This is an optimization exercise on Yosys and OpenROAD, whose aim is small area, not a production implementation.
Function was checked by simulation only, so behaviour that the tests miss may differ from the original.
Power figures rest on the tool's default switching activity, not on a simulated workload.

Setup of run 1:
==> flow/design.v <==
`timescale 1ns / 1ps
module neuron_multi_level_output #(parameter length = 128, total_cores = 3, total_length = length * total_cores)
	(
	input wire clk,
	input wire rst,
	input wire output_trigger,
	input wire y_addr_trigger,
	input wire single_core,
	input wire [2:0] num_core,
	output reg idle,
	input wire [31:0] in_fifo_dout,
	input wire in_fifo_valid,
	output reg in_fifo_rd_en,
	output reg [255:0] out_fifo_din,
	output reg out_fifo_wr_en,
	input wire neuron_idle,
	input wire spi_valid,
	input wire [total_length-1:0] spi_input_row,
	input wire [255:0] spi_input_single_core,
	output reg spi_read_trigger,
	output reg neuron_reset_trigger,
	output reg turn_off_inference,
	output reg ext_inference_enable,
	output reg reg_reset
	);
parameter options_per_core = length * 8 / 256;
localparam NG = total_length / 32;           
localparam CW = 5;                           
parameter [3:0] STATE_IDLE = 4'd0;
parameter [3:0] STATE_PIPE_IN = 4'd1;
parameter [3:0] STATE_EXT_INF_ON_0 = 4'd2;
parameter [3:0] STATE_INF_MODE_OFF = 4'd3;
parameter [3:0] STATE_EXT_INF_OFF_0 = 4'd4;
parameter [3:0] STATE_NEURON_TRIG = 4'd5;
parameter [3:0] STATE_NEURON_WAIT = 4'd6;
parameter [3:0] STATE_SPI_TRIG = 4'd7;
parameter [3:0] STATE_SPI_WAIT = 4'd8;
parameter [3:0] STATE_UPDATE_FND_IDX = 4'd9;
parameter [3:0] STATE_UPDATE_NUM_STEP = 4'd10;
parameter [3:0] STATE_CHECK_FOUND = 4'd11;
parameter [3:0] STATE_PIPE_OUT = 4'd12;
parameter [3:0] STATE_EXT_INF_ON_1 = 4'd13;
parameter [3:0] STATE_INF_MODE_ON = 4'd14;
parameter [3:0] STATE_EXT_INF_OFF_1 = 4'd15;
reg [3:0] state, next_state;
reg [CW-1:0] cnt, next_cnt;         
reg [6:0] iter_number, next_iter_number;
wire first = (iter_number == 0);
reg [total_length-1:0] init_value;
reg [total_length-1:0] step_found;
wire [total_length-1:0] spi_input = single_core ? spi_input_single_core : spi_input_row;
always @(*) begin
	next_cnt = 0;
	next_iter_number = iter_number;
	next_state = state;
	case (state)
		STATE_IDLE: begin
			next_iter_number = 0;
			if (y_addr_trigger) next_state = STATE_PIPE_IN;
			else if (output_trigger) next_state = STATE_EXT_INF_ON_0;
		end
		STATE_PIPE_IN: begin
			next_iter_number = 0;
			if (in_fifo_valid) begin
				next_cnt = cnt + 1;
				if (cnt == NG - 1) next_state = STATE_IDLE;
			end else begin
				next_cnt = cnt;
			end
		end
		STATE_EXT_INF_ON_0: next_state = STATE_INF_MODE_OFF;
		STATE_INF_MODE_OFF: next_state = STATE_EXT_INF_OFF_0;
		STATE_EXT_INF_OFF_0: next_state = STATE_NEURON_TRIG;
		STATE_NEURON_TRIG: begin
			next_cnt = cnt + 1;
			if (cnt[1:0] == 3) next_state = STATE_NEURON_WAIT;
		end
		STATE_NEURON_WAIT: if (neuron_idle) next_state = STATE_SPI_TRIG;
		STATE_SPI_TRIG: begin
			next_cnt = cnt + 1;
			if (cnt[1:0] == 3) next_state = STATE_SPI_WAIT;
		end
		STATE_SPI_WAIT: if (spi_valid) next_state = STATE_UPDATE_FND_IDX;
		STATE_UPDATE_FND_IDX: next_state = STATE_UPDATE_NUM_STEP;
		STATE_UPDATE_NUM_STEP: next_state = STATE_CHECK_FOUND;
		STATE_CHECK_FOUND: begin
			next_iter_number = iter_number + 1;
			if ((first ? y_zero : (& step_found)) || (iter_number == 100)) next_state = STATE_PIPE_OUT;
			else next_state = STATE_NEURON_TRIG;
		end
		STATE_PIPE_OUT: begin
			next_cnt = cnt + 1;
			if (single_core) begin
				if (cnt == 7) next_state = STATE_EXT_INF_ON_1;
			end else begin
				if (cnt == options_per_core*num_core-1) next_state = STATE_EXT_INF_ON_1;
			end
		end
		STATE_EXT_INF_ON_1: next_state = STATE_INF_MODE_ON;
		STATE_INF_MODE_ON: next_state = STATE_EXT_INF_OFF_1;
		STATE_EXT_INF_OFF_1: next_state = STATE_IDLE;
	endcase
end
always @(posedge clk) begin
	if (rst) begin
		state <= STATE_IDLE;
		cnt <= 0;
		iter_number <= 0;
		idle <= 0;
		spi_read_trigger <= 0;
		neuron_reset_trigger <= 0;
		in_fifo_rd_en <= 0;
		out_fifo_wr_en <= 0;
		turn_off_inference <= 0;
		ext_inference_enable <= 0;
		reg_reset <= 0;
	end else begin
		state <= next_state;
		cnt <= next_cnt;
		iter_number <= next_iter_number;
		idle <= (state == STATE_IDLE);
		in_fifo_rd_en <= (state == STATE_PIPE_IN);
		ext_inference_enable <= (state == STATE_EXT_INF_ON_0) || (state == STATE_INF_MODE_OFF) ||
		                        (state == STATE_EXT_INF_ON_1) || (state == STATE_INF_MODE_ON);
		turn_off_inference <= (state >= STATE_INF_MODE_OFF) && (state <= STATE_EXT_INF_ON_1);
		neuron_reset_trigger <= (state == STATE_NEURON_TRIG);
		spi_read_trigger <= (state == STATE_SPI_TRIG);
		reg_reset <= (state == STATE_UPDATE_FND_IDX);
		out_fifo_wr_en <= (state == STATE_PIPE_OUT);
	end
end
wire upd = (state == STATE_UPDATE_FND_IDX);
wire pipe_in = (state == STATE_PIPE_IN);
wire [total_length-1:0] diff = spi_input ^ init_value;
reg [NG*256-1:0] ring;
reg [3:0] phase;
wire [3:0] next_phase = (phase == NG - 1) ? 4'd0 : phase + 1'b1;
reg clearing;        
reg armed;           
reg restoring;       
reg y_zero;          
reg [6:0] wr_step;   
wire clr = rst || clearing || pipe_in;
always @(posedge clk) begin
	if (rst) begin
		phase <= 0;
		clearing <= 1;
		armed <= 0;
		restoring <= 0;
		y_zero <= 1;
	end else begin
		phase <= next_phase;
		if (phase == NG - 1) clearing <= 0;
		if (pipe_in) begin
			restoring <= 0;
			armed <= 0;
		end else if (upd) begin
			restoring <= first;
			armed <= !first;
		end
		if (state == STATE_IDLE && y_addr_trigger) y_zero <= 1;
		else if (pipe_in && in_fifo_valid && in_fifo_dout != 0) y_zero <= 0;
	end
	if (upd) wr_step <= iter_number;
end
wire [NG-1:0] at_head;
reg [31:0] head_nf;
integer h;
always @(*) begin
	head_nf = 0;
	for (h = 0; h < NG; h = h + 1)
		head_nf = head_nf | ({32{at_head[h]}} & not_found[h*32 +: 32]);
end
wire [255:0] head_in = ring[255:0];
wire [255:0] head_out;
wire [31:0] head_y;    
wire [6:0] head_step = clr ? 7'd0 : wr_step;
genvar g, n;
generate
for (n = 0; n < 32; n = n + 1) begin: hd
	assign head_y[n] = !head_in[n*8 + 7] || (head_in[n*8 +: 7] != 0);
	wire wr = clr || (armed && !head_nf[n] && !head_in[n*8 + 7]);
	assign head_out[n*8 +: 7] = wr ? head_step : head_in[n*8 +: 7];
	assign head_out[n*8 + 7] = clearing || (restoring ? !head_y[n] : !head_nf[n]);
end
endgenerate
always @(posedge clk)
	ring <= {head_out, ring[NG*256-1:256]};
wire cmp = upd && !first;
wire [31:0] nf_bus = pipe_in ? in_fifo_dout : clearing ? 32'd0 : head_y;
reg [total_length-1:0] not_found;
always @(*) step_found = ~not_found;
always @(posedge clk)
	if (upd && first) init_value <= spi_input;
generate
for (g = 0; g < NG; g = g + 1) begin: grp
	assign at_head[g] = (phase == g);
	wire ld = (pipe_in && in_fifo_valid && cnt == g) ||
	          ((restoring || clearing) && !pipe_in && !upd && at_head[g]);
	always @(posedge clk)
		not_found[g*32 +: 32] <= ({32{ld}} & nf_bus) |
			(not_found[g*32 +: 32] & {32{!ld}} & ~({32{cmp}} & diff[g*32 +: 32]));
end
endgenerate
wire [NG-1:0] grp_sel_d;
generate
for (g = 0; g < NG; g = g + 1) begin: ogrp
	localparam integer SM = (total_cores - 1 - g / options_per_core) * options_per_core + g % options_per_core;
	if (g < 8)
		assign grp_sel_d[g] = single_core ? (next_cnt == g + 1) : (next_cnt == SM + 1);
	else
		assign grp_sel_d[g] = !single_core && (next_cnt == SM + 1);
end
endgenerate
reg [NG-1:0] stg_sel_d;
integer a, b;
always @(*) begin
	stg_sel_d = 0;
	for (a = 0; a < NG; a = a + 1)        
		for (b = 0; b < NG; b = b + 1)    
			stg_sel_d[a] = stg_sel_d[a] | (grp_sel_d[b] && next_phase == (b - a + NG) % NG);
end
reg [NG-1:0] grp_sel, stg_sel;
always @(posedge clk) begin
	grp_sel <= grp_sel_d;
	stg_sel <= stg_sel_d;
end
reg [31:0] o_init, o_found;
reg [255:0] o_ring;
integer k;
always @(*) begin
	o_init = 0;
	o_found = 0;
	o_ring = 0;
	for (k = 0; k < NG; k = k + 1) begin
		o_init = o_init | ({32{grp_sel[k]}} & init_value[k*32 +: 32]);
		o_found = o_found | ({32{grp_sel[k]}} & step_found[k*32 +: 32]);
		o_ring = o_ring | ({256{stg_sel[k]}} & ring[k*256 +: 256]);
	end
end
wire [255:0] dout;
genvar i, j;
generate
for (i = 0; i < 8; i = i + 1) begin: w
	for (j = 0; j < 4; j = j + 1) begin: b
		localparam integer L = i*4 + j;
		wire pend = armed && o_found[L] && !o_ring[L*8 + 7];
		assign dout[(7-i)*32 + j*8 +: 7] = pend ? wr_step : o_ring[L*8 +: 7];
		assign dout[(7-i)*32 + j*8 + 7] = o_init[L];
	end
end
endgenerate
always @(*) out_fifo_din = dout;
endmodule
Settings: LEC_CHECK=0, CAP_MARGIN=20, CORE_MARGIN=2, CORE_UTILIZATION=45, PLACE_DENSITY=0.6, SLEW_MARGIN=20; clock period 10.0 ns.
standard.sh (not shown) runs the stock make flow with config.mk's settings and CLKGATE_MAP_FILE= SYNTH_SCRIPT=/design/flow/synth_recipe.tcl, a recipe that flattens the netlist after the stock synthesis.
==> flow/flow/run.sh <==
#!/bin/bash
set -euo pipefail
CTS="-sink_clustering_enable -repair_clock_nets -sink_clustering_size 25 -sink_clustering_max_diameter 100 -sink_clustering_buffer sky130_fd_sc_hd__clkbuf_16 -buf_list {sky130_fd_sc_hd__clkbuf_4 sky130_fd_sc_hd__clkbuf_8} -dont_use_dummy_load"
bash standard.sh "CTS_ARGS=$CTS" "BUFFER_PORTS_ARGS=-buffer_cell sky130_fd_sc_hd__buf_1" finish > standard.log 2>&1
Run 1 did not stop at any stage, and its layout met the timing, design-rule and antenna checks.
For run 2, these inputs were changed with respect to run 1:
--- a/flow/design.v
+++ b/flow/design.v
@@ -46,9 +46,14 @@
 reg [CW-1:0] cnt, next_cnt;         
 reg [6:0] iter_number, next_iter_number;
 wire first = (iter_number == 0);
+reg all_found;        
 reg [total_length-1:0] init_value;
 reg [total_length-1:0] step_found;
-wire [total_length-1:0] spi_input = single_core ? spi_input_single_core : spi_input_row;
+wire [total_length-1:0] spi_input;
+assign spi_input[255:0] = single_core ? spi_input_single_core : spi_input_row[255:0];
+generate if (total_length > 256) begin: hi
+	assign spi_input[total_length-1:256] = spi_input_row[total_length-1:256];
+end endgenerate
 always @(*) begin
 	next_cnt = 0;
 	next_iter_number = iter_number;
@@ -85,7 +90,7 @@
 		STATE_UPDATE_NUM_STEP: next_state = STATE_CHECK_FOUND;
 		STATE_CHECK_FOUND: begin
 			next_iter_number = iter_number + 1;
-			if ((first ? y_zero : (& step_found)) || (iter_number == 100)) next_state = STATE_PIPE_OUT;
+			if ((first ? y_zero : all_found) || (iter_number == 100)) next_state = STATE_PIPE_OUT;
 			else next_state = STATE_NEURON_TRIG;
 		end
 		STATE_PIPE_OUT: begin
@@ -162,6 +167,7 @@
 		else if (pipe_in && in_fifo_valid && in_fifo_dout != 0) y_zero <= 0;
 	end
 	if (upd) wr_step <= iter_number;
+	if (state == STATE_UPDATE_NUM_STEP) all_found <= ~| not_found;
 end
 wire [NG-1:0] at_head;
 reg [31:0] head_nf;
@@ -187,6 +193,7 @@
 always @(posedge clk)
 	ring <= {head_out, ring[NG*256-1:256]};
 wire cmp = upd && !first;
+wire [total_length-1:0] cmp_v = {{(total_length-256){cmp && !single_core}}, {256{cmp}}};
 wire [31:0] nf_bus = pipe_in ? in_fifo_dout : clearing ? 32'd0 : head_y;
 reg [total_length-1:0] not_found;
 always @(*) step_found = ~not_found;
@@ -199,7 +206,7 @@
 	          ((restoring || clearing) && !pipe_in && !upd && at_head[g]);
 	always @(posedge clk)
 		not_found[g*32 +: 32] <= ({32{ld}} & nf_bus) |
-			(not_found[g*32 +: 32] & {32{!ld}} & ~({32{cmp}} & diff[g*32 +: 32]));
+			(not_found[g*32 +: 32] & {32{!ld}} & ~(cmp_v[g*32 +: 32] & diff[g*32 +: 32]));
 end
 endgenerate
 wire [NG-1:0] grp_sel_d;
==> comparison <==
- Against run 1, run 2 reports a width of the chip that is lower.
- The final reports for run 2 and run 1 show sequential power lower in the former.
- Against run 1, die area in run 2 fell slightly.
- Compared with run 1, in run 2 number of buffers created by CTS went up; overall power consumption went down; design area went down.
- Relative to run 1, the setup slack of run 2 is higher by 0.52 ns.
- Run 2 against run 1: total instance count after detailed placement saw a decrease, area growth from synthesis to final layout saw an increase.

-- separate check: timing with driven ports --
Ports are ideal in the flow. The routed layouts listed here were re-timed in OpenROAD. Step 1: set_driving_cell puts a clkbuf_16 on clk and a buf_2 on each other input, an assumption about the parent block. Step 2 adds t to the input delays and takes it off the output delays; t is the mean of the earliest and latest rising clock arrival at the registers after step 1. Input paths then give back, and output paths get back, about the clock's delay inside the block. a / b / c = ideal ports / drivers / drivers and shift; a / b = the first two.
run	t, ns	slack for setup (ns)	hold slack, ns	slew at the worst register clock pin (ns)	worst slew at a driven data input, ns
run 1	1.192	2.313 / 2.197 / 3.389	0.233 / 0.233 / 0.233	0.11 / 0.11	0.12
run 2	1.152	2.834 / 2.721 / 3.873	0.229 / 0.229 / 0.229	0.11 / 0.11	0.24
After both steps every run listed still meets setup and hold.
